From an optimization exercise on the open Yosys and OpenROAD flow, aimed at small area and a short achievable clock period; shortcuts taken in it are not production practice.
Only simulation tests tie the RTL to the original design; equivalence was not proved.
No activity file was given, so power comes from the tool's default toggle rates. The flow treats the clock pin as an ideal source, which a real chip does not have.

## Scrambler
module Scrambler(
  input         clock,
  input         reset,
  input  [63:0] io_in,
  output [63:0] io_out
);
Size in the first run: roughly 2,700 cells after synthesis, roughly 1,500 flip-flops.
clock: 6.0 ns
lec_check: 0
cap_margin: 20
core_margin: 2
core_utilization: 65
cts_cluster_diameter: 80
cts_cluster_size: 32
setup_slack_margin: 2.5
slew_margin: 20
synth_hierarchical: 1
synth_minimum_keep_size: 0
tns_end_percent: 5
standard.sh (not shown) runs the stock make flow with config.mk's settings and CLKGATE_MAP_FILE= SYNTH_SCRIPT=/design/flow/synth_recipe.tcl, a recipe that flattens the netlist after the stock synthesis.
==> flow/flow/run.sh <==
#!/bin/bash
# Layout flow: the standard flow (standard.sh, the ORFS make targets), run
# in two steps.  Synthesis is the standard one, unchanged.  The rest of the
# layout differs from the standard flow in two settings only:
#  - the port buffers that buffer_ports inserts are plain buffers (buf_2)
#    rather than the delay cell it would pick on its own, and
#  - the resizer may swap a cell for one of another footprint
#    (MATCH_CELL_FOOTPRINT=0; sky130hd's platform config sets it to 1).
# Each step's full output goes to its own log file in the work folder.
set -euo pipefail
bash standard.sh synth > run_synth.log 2>&1
bash standard.sh "BUFFER_PORTS_ARGS=-buffer_cell sky130_fd_sc_hd__buf_2" \
  MATCH_CELL_FOOTPRINT=0 finish > run_layout.log 2>&1
The baseline finished clean.
Next try:
- CORE_UTILIZATION: 65 -> 75
Effect:
- The changed run passed the timing, design-rule and antenna checks
- setup slack got worse by 0.21 ns
- synthesized cell count is unchanged
- register-to-register slack hardly moves
- die area is lower by about 13%
- first-iteration DRC count is higher by 43%
- critical path depth is higher by 1
- routed wire length is higher by 29%
- synthesized area stays the same
Next try:
==> flow/run.sh (new file) <==
#!/bin/bash
# synth_recipe.tcl (not shown) runs the flow's synth.tcl, then flattens the netlist and writes it again
# the make line also repeats each setting of config.mk as NAME=value (left out here)
make -C /OpenROAD-flow-scripts/flow DESIGN_CONFIG=/design/flow/config.mk WORK_HOME=/design/flow/orfs CLKGATE_MAP_FILE= SYNTH_SCRIPT=/design/flow/synth_recipe.tcl finish
- CORE_UTILIZATION: 75 -> 65
removed: flow/flow/run.sh
removed: flow/standard.sh
Effect: Register-to-register slack improved by 0.28 ns; sequential share of layout area goes down by 1.8 points; cell area went up by 2.6%.
Next try:
- CTS_CLUSTER_DIAMETER: 80 -> 60
- CTS_CLUSTER_SIZE: 32 -> 24
- SETUP_SLACK_MARGIN: 2.5 -> 2.0
The changed run produced a layout that fails on antenna rules.
Power rose by 6.2%.
Design area went up by 2.0%.
Routed wire length rose by 4.0%.
Global-route usage rose by 1.1 points.
Sequential cell count stays the same.
Utilization came out higher by 1.5 points.
Hold slack is worse by 0.0094 ns.

---

Scrambler, a different RTL version from the one above (not shown whole).
Size: about 1500 flip-flops.
clock: 6.0 ns
lec_check: 0
cap_margin: 20
core_margin: 2
core_utilization: 65
cts_cluster_diameter: 80
cts_cluster_size: 32
setup_slack_margin: 2.5
slew_margin: 20
synth_hierarchical: 1
synth_minimum_keep_size: 0
tns_end_percent: 5
==> flow/flow/run.sh <==
#!/bin/bash
# Layout flow: the standard flow (standard.sh, the ORFS make targets), run
# in two steps.  The layout differs from the standard flow in these settings
# only:
#  - synthesis is the standard one with ABC told that each gate drives a
#    1 fF load (ABC_LOAD_IN_FF=1; sky130hd's default is 5).  The adders are
#    written as one-gate modules that synthesis maps one at a time, and with
#    the default load ABC maps each to a larger drive strength than most
#    need (a21oi_2, nor2b_4); the resizer later upsizes the gates that timing
#    needs.  The registers are those of the standard synthesis;
#  - the pins are placed by flow/io.tcl (ORFS IO_CONSTRAINTS): io_in[i] and
#    io_out[i] side by side along the bottom edge in bit order, so that the
#    adder between them can be placed compactly;
#  - the port buffers that buffer_ports inserts are plain buffers (buf_2)
#    rather than the delay cell it would pick on its own;
#  - the resizer may swap a cell for one of another footprint
#    (MATCH_CELL_FOOTPRINT=0; sky130hd's platform config sets it to 1).
# Each step's full output goes to its own log file in the work folder.
set -euo pipefail
here=$(pwd)
bash standard.sh ABC_LOAD_IN_FF=1 synth > run_synth.log 2>&1
bash standard.sh "IO_CONSTRAINTS=$here/flow/io.tcl" IO_PIN_STEP=2 \
  "BUFFER_PORTS_ARGS=-buffer_cell sky130_fd_sc_hd__buf_2" \
  MATCH_CELL_FOOTPRINT=0 finish > run_layout.log 2>&1
Other scripts of this flow, unchanged in this note and not shown: flow/flow/io.tcl
The first run produced a clean layout.
Next try:
==> flow/flow/run.sh (replaced) <==
#!/bin/bash
# Layout flow: the standard flow (standard.sh, the ORFS make targets), run
# in two steps.  Synthesis is the standard one, unchanged.  The rest of the
# layout differs from the standard flow in these settings only:
#  - the pins are placed by flow/io.tcl (ORFS IO_CONSTRAINTS): io_in[i] and
#    io_out[i] side by side along the bottom edge in bit order, so that the
#    adder between them can be placed compactly;
#  - the port buffers that buffer_ports inserts are plain buffers (buf_2)
#    rather than the delay cell it would pick on its own;
#  - the resizer may swap a cell for one of another footprint
#    (MATCH_CELL_FOOTPRINT=0; sky130hd's platform config sets it to 1).
# Each step's full output goes to its own log file in the work folder.
set -euo pipefail
here=$(pwd)
bash standard.sh synth > run_synth.log 2>&1
bash standard.sh "IO_CONSTRAINTS=$here/flow/io.tcl" IO_PIN_STEP=2 \
  "BUFFER_PORTS_ARGS=-buffer_cell sky130_fd_sc_hd__buf_2" \
  MATCH_CELL_FOOTPRINT=0 finish > run_layout.log 2>&1
=> Non-clock buffer count is higher by 10; area after synthesis is higher by 3.5%; combinational power is higher by 25%; core utilization is lower by 0.61 points; sequential share of layout area is lower by 2.4 points.
Next try:
--- a/flow/flow/run.sh
+++ b/flow/flow/run.sh
@@ -2,4 +2,10 @@
 # Layout flow: the standard flow (standard.sh, the ORFS make targets), run
-# in two steps.  Synthesis is the standard one, unchanged.  The rest of the
-# layout differs from the standard flow in these settings only:
+# in two steps.  The layout differs from the standard flow in these settings
+# only:
+#  - synthesis is the standard one with ABC told that each gate drives a
+#    1 fF load (ABC_LOAD_IN_FF=1; sky130hd's default is 5).  The adders are
+#    written as one-gate modules that synthesis maps one at a time, and with
+#    the default load ABC maps each to a larger drive strength than most
+#    need (a21oi_2, nor2b_4); the resizer later upsizes the gates that timing
+#    needs.  The registers are those of the standard synthesis;
 #  - the pins are placed by flow/io.tcl (ORFS IO_CONSTRAINTS): io_in[i] and
@@ -14,3 +20,3 @@
 here=$(pwd)
-bash standard.sh synth > run_synth.log 2>&1
+bash standard.sh ABC_LOAD_IN_FF=1 synth > run_synth.log 2>&1
 bash standard.sh "IO_CONSTRAINTS=$here/flow/io.tcl" IO_PIN_STEP=2 \
Settings changed: PLACE_DENSITY set to 0.9.
Effect: The new run completed with no timing, DRC or antenna violations; setup slack degrades by 0.14 ns; total power went up by 0.72%; wire length went up by 23%; synthesized area went down by 3.4%; global-route usage went up by 4.7 points; design area went down by 3.6%.

what the ideal ports hide:
The results above use ideal ports. As a check the final layouts listed here were re-extracted and re-timed, cells and wires unchanged. Step 1: set_driving_cell puts a clkbuf_16 on clock and a buf_2 on each other input, an assumption about the parent block. Step 2 times the ports against the registers' clock, not the clock port: input delays grow and output delays shrink by t, the midpoint of the rising clock arrivals with the driver on. a / b / c = no drivers / after step 1 / after step 2; a / b = the first two.
| run | t (ns) | setup WS [ns] | worst setup path after step 2 | latest minus earliest clock arrival (ns) | cell pins on the clock port's net |
|---|---|---|---|---|---|
| the first run of note 1 | 0.677 | 1.534 / 1.499 / 1.499 | input to output | 0.021 / 0.021 | 1 |
| the second run of note 1 | 0.711 | 1.322 / 1.253 / 1.253 | input to output | 0.044 / 0.044 | 1 |
| the third run of note 1 | 0.683 | 1.545 / 1.522 / 1.522 | input to output | 0.024 / 0.025 | 1 |
| the fourth run of note 1 | 0.675 | 1.514 / 1.471 / 1.471 | input to output | 0.023 / 0.023 | 1 |
| the first run of note 2 | 0.669 | 1.628 / 1.595 / 1.595 | input to output | 0.033 / 0.033 | 1 |
| the second run of note 2 | 0.674 | 1.495 / 1.465 / 1.465 | input to output | 0.052 / 0.053 | 1 |
| the third run of note 2 | 0.686 | 1.351 / 1.306 / 1.306 | input to output | 0.038 / 0.038 | 1 |
For the second run of note 1, which loses most, drivers alone change the setup slack by -0.069 ns; drivers and shift together by -0.069 ns.
